Source: an optimization exercise on an open RTL-to-GDS flow (aim: small area). Production flows keep margins and buffers that such runs may drop. In this exercise RTL edits were held to simulation tests only and were not proved equivalent to the original. The flow treats the clock pin as an ideal source. Dropping or thinning the clock tree relies on that and would not hold on a real chip. No activity file was given, so power comes from the tool's default toggle rates.

==> module uart_rx, before the edit <==
module uart_rx (
    input  logic       clk,
    input  logic       rst,
    input  logic       rx,
    output logic [7:0] data,
    output logic       valid
);
    localparam logic [3:0] S_IDLE = 4'd0, S_DONE = 4'd11, S_START = 4'd1, S_STOP = 4'd10;
    logic [3:0]  st;
    logic [10:0] u;
    wire idle = (st == S_IDLE) || (st == S_DONE);
    wire term = (u[9:0] == 10'd520);
    wire kick = idle && !rx;
    wire stop = term && (st == S_STOP || (st == S_START && rx));
    assign valid = (st == S_DONE);
    logic [3:0] st_succ;
    always_comb
        case (st)
            4'd2: st_succ = 4'd3;
            4'd3: st_succ = 4'd4;
            4'd4: st_succ = 4'd5;
            4'd5: st_succ = 4'd6;
            4'd6: st_succ = 4'd7;
            4'd7: st_succ = 4'd8;
            4'd8: st_succ = 4'd9;
            default: st_succ = 4'd10;
        endcase
    wire in_data = (st != S_IDLE) && (st != S_DONE) && (st != S_START) && (st != S_STOP);
    always_ff @(posedge clk or posedge rst) begin
        if (rst) begin
            st <= S_IDLE;
            u  <= '0;
        end else begin
            u <= {u[9] ^ stop, u[8] ^ kick, u[7:4], u[3] ^ kick ^ stop, u[2], u[1] ^ kick, u[0], u[10] ^ u[1] ^ term};
            if (idle) st <= rx ? S_IDLE : S_START;
            else if (term) begin
                if (st == S_START)     st <= rx ? S_IDLE : 4'd2;
                else if (st == S_STOP) st <= S_DONE;
                else                   st <= st_succ;
            end
        end
    end
    always_ff @(posedge clk)
        if (term && in_data) data <= {rx, data[7:1]};
endmodule
clock: 10.0 ns
lec_check: 0
cap_margin: 20
core_margin: 2
core_utilization: 40
slew_margin: 20
standard.sh (not shown) runs the stock make flow with config.mk's settings and CLKGATE_MAP_FILE= SYNTH_SCRIPT=/design/flow/synth_recipe.tcl, a recipe that flattens the netlist after the stock synthesis.
==> flow/flow/run.sh <==
#!/bin/bash
# Layout flow: the standard synthesis with an area-oriented ABC script
# and no adder extraction, then the standard ORFS steps with a lighter clock
# tree and minimum-size port buffers. Each step's output goes to its own log.
set -euo pipefail
F=$PWD/flow
export MY_ABC_SCRIPT=$F/abc_area.script
export FLOW_SYNTH_TCL=$PWD/synth_recipe.tcl
bash standard.sh SYNTH_SCRIPT=$F/mysynth.tcl ADDER_MAP_FILE= synth > synth.log 2>&1
export PRE_CTS_TCL=$F/mycts.tcl
bash standard.sh \
  "BUFFER_PORTS_ARGS=-buffer_cell sky130_fd_sc_hd__buf_1" \
  finish > layout.log 2>&1
Other scripts of this flow, unchanged in this note and not shown: flow/flow/abc_area.script, flow/flow/mycts.tcl, flow/flow/mysynth.tcl
Then changed:
--- a/flow/design.v
+++ b/flow/design.v
@@ -54,42 +54,53 @@
     input  logic       clk,
     input  logic       rst,
     input  logic       rx,
     output logic [7:0] data,
     output logic       valid
 );
-    localparam logic [3:0] S_IDLE = 4'd0, S_DONE = 4'd11, S_START = 4'd1, S_STOP = 4'd10;
+    localparam logic [3:0] S_IDLE = 4'd0,
+                           S_START = 4'd4,
+                           S_D0 = 4'd8,
+                           S_D1 = 4'd9,
+                           S_D2 = 4'd10,
+                           S_D3 = 4'd11,
+                           S_D4 = 4'd12,
+                           S_D5 = 4'd13,
+                           S_D6 = 4'd14,
+                           S_D7 = 4'd15,
+                           S_STOP = 4'd6,
+                           S_DONE = 4'd2;
     logic [3:0]  st;
     logic [10:0] u;
     wire idle = (st == S_IDLE) || (st == S_DONE);
     wire term = (u[9:0] == 10'd520);
     wire kick = idle && !rx;
     wire stop = term && (st == S_STOP || (st == S_START && rx));
     assign valid = (st == S_DONE);
-    logic [3:0] st_succ;
+    logic [3:0] st_succ;    
     always_comb
         case (st)
-            4'd2: st_succ = 4'd3;
-            4'd3: st_succ = 4'd4;
-            4'd4: st_succ = 4'd5;
-            4'd5: st_succ = 4'd6;
-            4'd6: st_succ = 4'd7;
-            4'd7: st_succ = 4'd8;
-            4'd8: st_succ = 4'd9;
-            default: st_succ = 4'd10;
+            S_D0: st_succ = S_D1;
+            S_D1: st_succ = S_D2;
+            S_D2: st_succ = S_D3;
+            S_D3: st_succ = S_D4;
+            S_D4: st_succ = S_D5;
+            S_D5: st_succ = S_D6;
+            S_D6: st_succ = S_D7;
+            default: st_succ = S_STOP;
         endcase
-    wire in_data = (st != S_IDLE) && (st != S_DONE) && (st != S_START) && (st != S_STOP);
+    wire in_data = !idle && (st != S_START) && (st != S_STOP);
     always_ff @(posedge clk or posedge rst) begin
         if (rst) begin
             st <= S_IDLE;
             u  <= '0;
         end else begin
             u <= {u[9] ^ stop, u[8] ^ kick, u[7:4], u[3] ^ kick ^ stop, u[2], u[1] ^ kick, u[0], u[10] ^ u[1] ^ term};
             if (idle) st <= rx ? S_IDLE : S_START;
             else if (term) begin
-                if (st == S_START)     st <= rx ? S_IDLE : 4'd2;
+                if (st == S_START)     st <= rx ? S_IDLE : S_D0;
                 else if (st == S_STOP) st <= S_DONE;
                 else                   st <= st_succ;
             end
         end
     end
     always_ff @(posedge clk)
After rerunning:
- flip-flop and latch count stays the same
- register-to-register slack improves by 60 ps
- worst setup slack is better by 170 ps
- critical path depth is unchanged
- hold slack gets better by 3.8 ps
- die area barely changes
- via count goes up by a few percent
- clock power hardly moves
- combinational power went down by a quarter to a third
- first-iteration DRC count came out lower by a few percent
No run of this note takes its clock network from TritonCTS; it comes from the design's own scripts or RTL.

## old
NDigitDisplay, a different RTL version from the one above (not shown whole).
Size in the first run: ~370 cells after synthesis, about 110 flip-flops, about 4300 um2 of cells after synthesis.
==> module uart_tx, before the edit <==
module uart_tx (
    input  logic clk,
    input  logic rst,
    input  logic send,
    output logic tx
);
    localparam logic [10:0] T_INIT = 11'd1007;
    localparam logic [7:0] MSG = "E";
    logic [3:0]  st;
    logic [10:0] t;
    wire term = (t[9:0] == 10'd503);
    wire fb   = ~(t[10] ^ t[1]) ^ term;
    wire run  = (st != 4'd0) && (st != 4'd1);
    always_ff @(posedge clk or posedge rst) begin
        if (rst) begin
            st <= 4'd0;
            t  <= T_INIT;
        end else begin
            t <= run ? {t[9:0], fb} : T_INIT;
            case (st)
                4'd0:  if (send) st <= 4'd1;
                4'd1:  st <= 4'd2;
                4'd2:  if (term) st <= 4'd3;
                4'd3:  st <= 4'd4;
                4'd4:  if (term) st <= 4'd5;
                4'd5:  if (term) st <= 4'd6;
                4'd6:  if (term) st <= 4'd7;
                4'd7:  if (term) st <= 4'd8;
                4'd8:  if (term) st <= 4'd9;
                4'd9:  if (term) st <= 4'd10;
                4'd10: if (term) st <= 4'd11;
                4'd11: if (term) st <= 4'd12;
                4'd12: if (term) st <= 4'd13;
                4'd13: if (term) st <= 4'd14;
                default: st <= 4'd0;
            endcase
        end
    end
    always_comb begin
        case (st)
            4'd2, 4'd3:                  tx = 1'b0;        
            4'd4:                        tx = MSG[0];
            4'd5:                        tx = MSG[1];
            4'd6:                        tx = MSG[2];
            4'd7:                        tx = MSG[3];
            4'd8:                        tx = MSG[4];
            4'd9:                        tx = MSG[5];
            4'd10:                       tx = MSG[6];
            4'd11:                       tx = MSG[7];
            default:                     tx = 1'b1;
        endcase
    end
endmodule
==> module uart_rx, before the edit <==
module uart_rx (
    input  logic       clk,
    input  logic       rst,
    input  logic       rx,
    output logic [7:0] data,
    output logic       valid
);
    localparam logic [10:0] T_INIT = 11'd1515;
    localparam logic [3:0] S_IDLE = 4'd0, S_DONE = 4'd11, S_START = 4'd1, S_STOP = 4'd10;
    logic [3:0]  st;
    logic [10:0] t;
    wire idle = (st == S_IDLE) || (st == S_DONE);
    wire term = (t[9:0] == 10'd503);
    wire fb   = ~(t[10] ^ t[1]) ^ term;
    assign valid = (st == S_DONE);
    logic [3:0] st_succ;
    always_comb
        case (st)
            4'd2: st_succ = 4'd3;
            4'd3: st_succ = 4'd4;
            4'd4: st_succ = 4'd5;
            4'd5: st_succ = 4'd6;
            4'd6: st_succ = 4'd7;
            4'd7: st_succ = 4'd8;
            4'd8: st_succ = 4'd9;
            default: st_succ = 4'd10;
        endcase
    wire in_data = (st != S_IDLE) && (st != S_DONE) && (st != S_START) && (st != S_STOP);
    always_ff @(posedge clk or posedge rst) begin
        if (rst) begin
            st <= S_IDLE;
            t  <= T_INIT;
        end else begin
            t <= idle ? T_INIT : {t[9:0], fb};
            if (idle) st <= rx ? S_IDLE : S_START;
            else if (term) begin
                if (st == S_START)     st <= rx ? S_IDLE : 4'd2;
                else if (st == S_STOP) st <= S_DONE;
                else                   st <= st_succ;
            end
        end
    end
    always_ff @(posedge clk)
        if (term && in_data) data <= {rx, data[7:1]};
endmodule
clock: 10.0 ns
lec_check: 0
cap_margin: 20
core_margin: 2
core_utilization: 40
slew_margin: 20
Scripts as last shown in full above: flow/flow/run.sh
Other scripts of this flow, unchanged in this note and not shown: flow/flow/abc_area.script, flow/flow/mycts.tcl, flow/flow/mysynth.tcl
For new, these inputs were changed with respect to old:
-- flow/design.v --
<<< old, line 5
    output logic tx
);
    localparam logic [10:0] T_INIT = 11'd1007;
    localparam logic [7:0] MSG = "E";
    logic [3:0]  st;
    logic [10:0] t;
    wire term = (t[9:0] == 10'd503);
    wire fb   = ~(t[10] ^ t[1]) ^ term;
    wire run  = (st != 4'd0) && (st != 4'd1);
    always_ff @(posedge clk or posedge rst) begin
        if (rst) begin
            st <= 4'd0;
            t  <= T_INIT;
        end else begin
            t <= run ? {t[9:0], fb} : T_INIT;
            case (st)
                4'd0:  if (send) st <= 4'd1;
>>> new, line 5
    output logic tx
);
    localparam logic [7:0] MSG = "E";
    logic [3:0]  st;
    logic [10:0] u;
    wire term = (u[9:0] == 10'd520);           
    wire kick = (st == 4'd1);
    wire stop = term && (st == 4'd13);
    always_ff @(posedge clk or posedge rst) begin
        if (rst) begin
            st <= 4'd0;
            u  <= '0;
        end else begin
            u <= {u[9] ^ kick ^ stop, u[8:4], u[3] ^ kick ^ stop, u[2:0], u[10] ^ u[1] ^ term};
            case (st)
                4'd0:  if (send) st <= 4'd1;
<<< old, line 59
    output logic       valid
);
    localparam logic [10:0] T_INIT = 11'd1515;
    localparam logic [3:0] S_IDLE = 4'd0, S_DONE = 4'd11, S_START = 4'd1, S_STOP = 4'd10;
    logic [3:0]  st;
    logic [10:0] t;
    wire idle = (st == S_IDLE) || (st == S_DONE);
    wire term = (t[9:0] == 10'd503);
    wire fb   = ~(t[10] ^ t[1]) ^ term;
    assign valid = (st == S_DONE);
    logic [3:0] st_succ;
>>> new, line 58
    output logic       valid
);
    localparam logic [3:0] S_IDLE = 4'd0, S_DONE = 4'd11, S_START = 4'd1, S_STOP = 4'd10;
    logic [3:0]  st;
    logic [10:0] u;
    wire idle = (st == S_IDLE) || (st == S_DONE);
    wire term = (u[9:0] == 10'd520);
    wire kick = idle && !rx;
    wire stop = term && (st == S_STOP || (st == S_START && rx));
    assign valid = (st == S_DONE);
    logic [3:0] st_succ;
<<< old, line 83
        if (rst) begin
            st <= S_IDLE;
            t  <= T_INIT;
        end else begin
            t <= idle ? T_INIT : {t[9:0], fb};
            if (idle) st <= rx ? S_IDLE : S_START;
            else if (term) begin
>>> new, line 82
        if (rst) begin
            st <= S_IDLE;
            u  <= '0;
        end else begin
            u <= {u[9] ^ stop, u[8] ^ kick, u[7:4], u[3] ^ kick ^ stop, u[2], u[1] ^ kick, u[0], u[10] ^ u[1] ^ term};
            if (idle) st <= rx ? S_IDLE : S_START;
            else if (term) begin
Results
- new went all the way through synthesis, placement and routing and the layout is clean on timing, DRC and antenna.
- Routed wire length in new is 0.40% below old.
- The detailed-route via count number comes out lower for old vs new.
- new vs. old: x dimension of the die ~0 delta, total chip power went up about 10%, number of setup violations in the final report shows no meaningful change.
- Summary of the comparison: compound-gate portion of the synthesized area is higher in new, relative to old.
- Comparing post-synthesis share of cell area spent on and, or, nand and nor gates for old and new, the bigger number came from old.
- Utilization: old vs new, no meaningful difference
- Looking at final worst-path cycle share across old and new, the one that comes out lower is new.
- Pin slew with the least headroom to its limit came out lower on new than on old.
- Against old, new comes in 0.41 points lower on met1 layer usage reported by global route.
- Compared new against old; leakage power figure within noise.
- Taking old as the reference, in new share of power burned in combinational logic went up, wire length of the first global-routing pass fell 120 um.
No run of this note takes its clock network from TritonCTS; it comes from the design's own scripts or RTL.

==> port drivers added, routing unchanged <==
The flow's constraints put no driver on any port. The routed layouts listed below were extracted and timed again, unchanged, in two steps.
Step 1: set_driving_cell puts a clkbuf_16 on clk and a buf_2 on each other input, an assumption about the parent block.
Step 2 times the ports against the registers' clock, not the clock port: input delays grow and output delays shrink by t, the midpoint of the rising clock arrivals with the driver on.
a / b / c = no drivers / after step 1 / after step 2; a / b = the first two.
run | shift t [ns] | slack for setup (ns) | worst setup path after step 2 | worst register clock-pin slew, ns
the first run of note 1 | 0.245 | 6.034 / 5.992 / 6.238 | register to output | 0.10 / 0.10
the second run of note 1 | 0.243 | 6.204 / 6.164 / 6.407 | register to output | 0.10 / 0.10
old | 0.248 | 6.162 / 6.121 / 6.369 | register to output | 0.11 / 0.11
new | 0.243 | 6.189 / 6.147 / 6.390 | register to output | 0.10 / 0.10
After both steps every run listed still meets setup and hold.
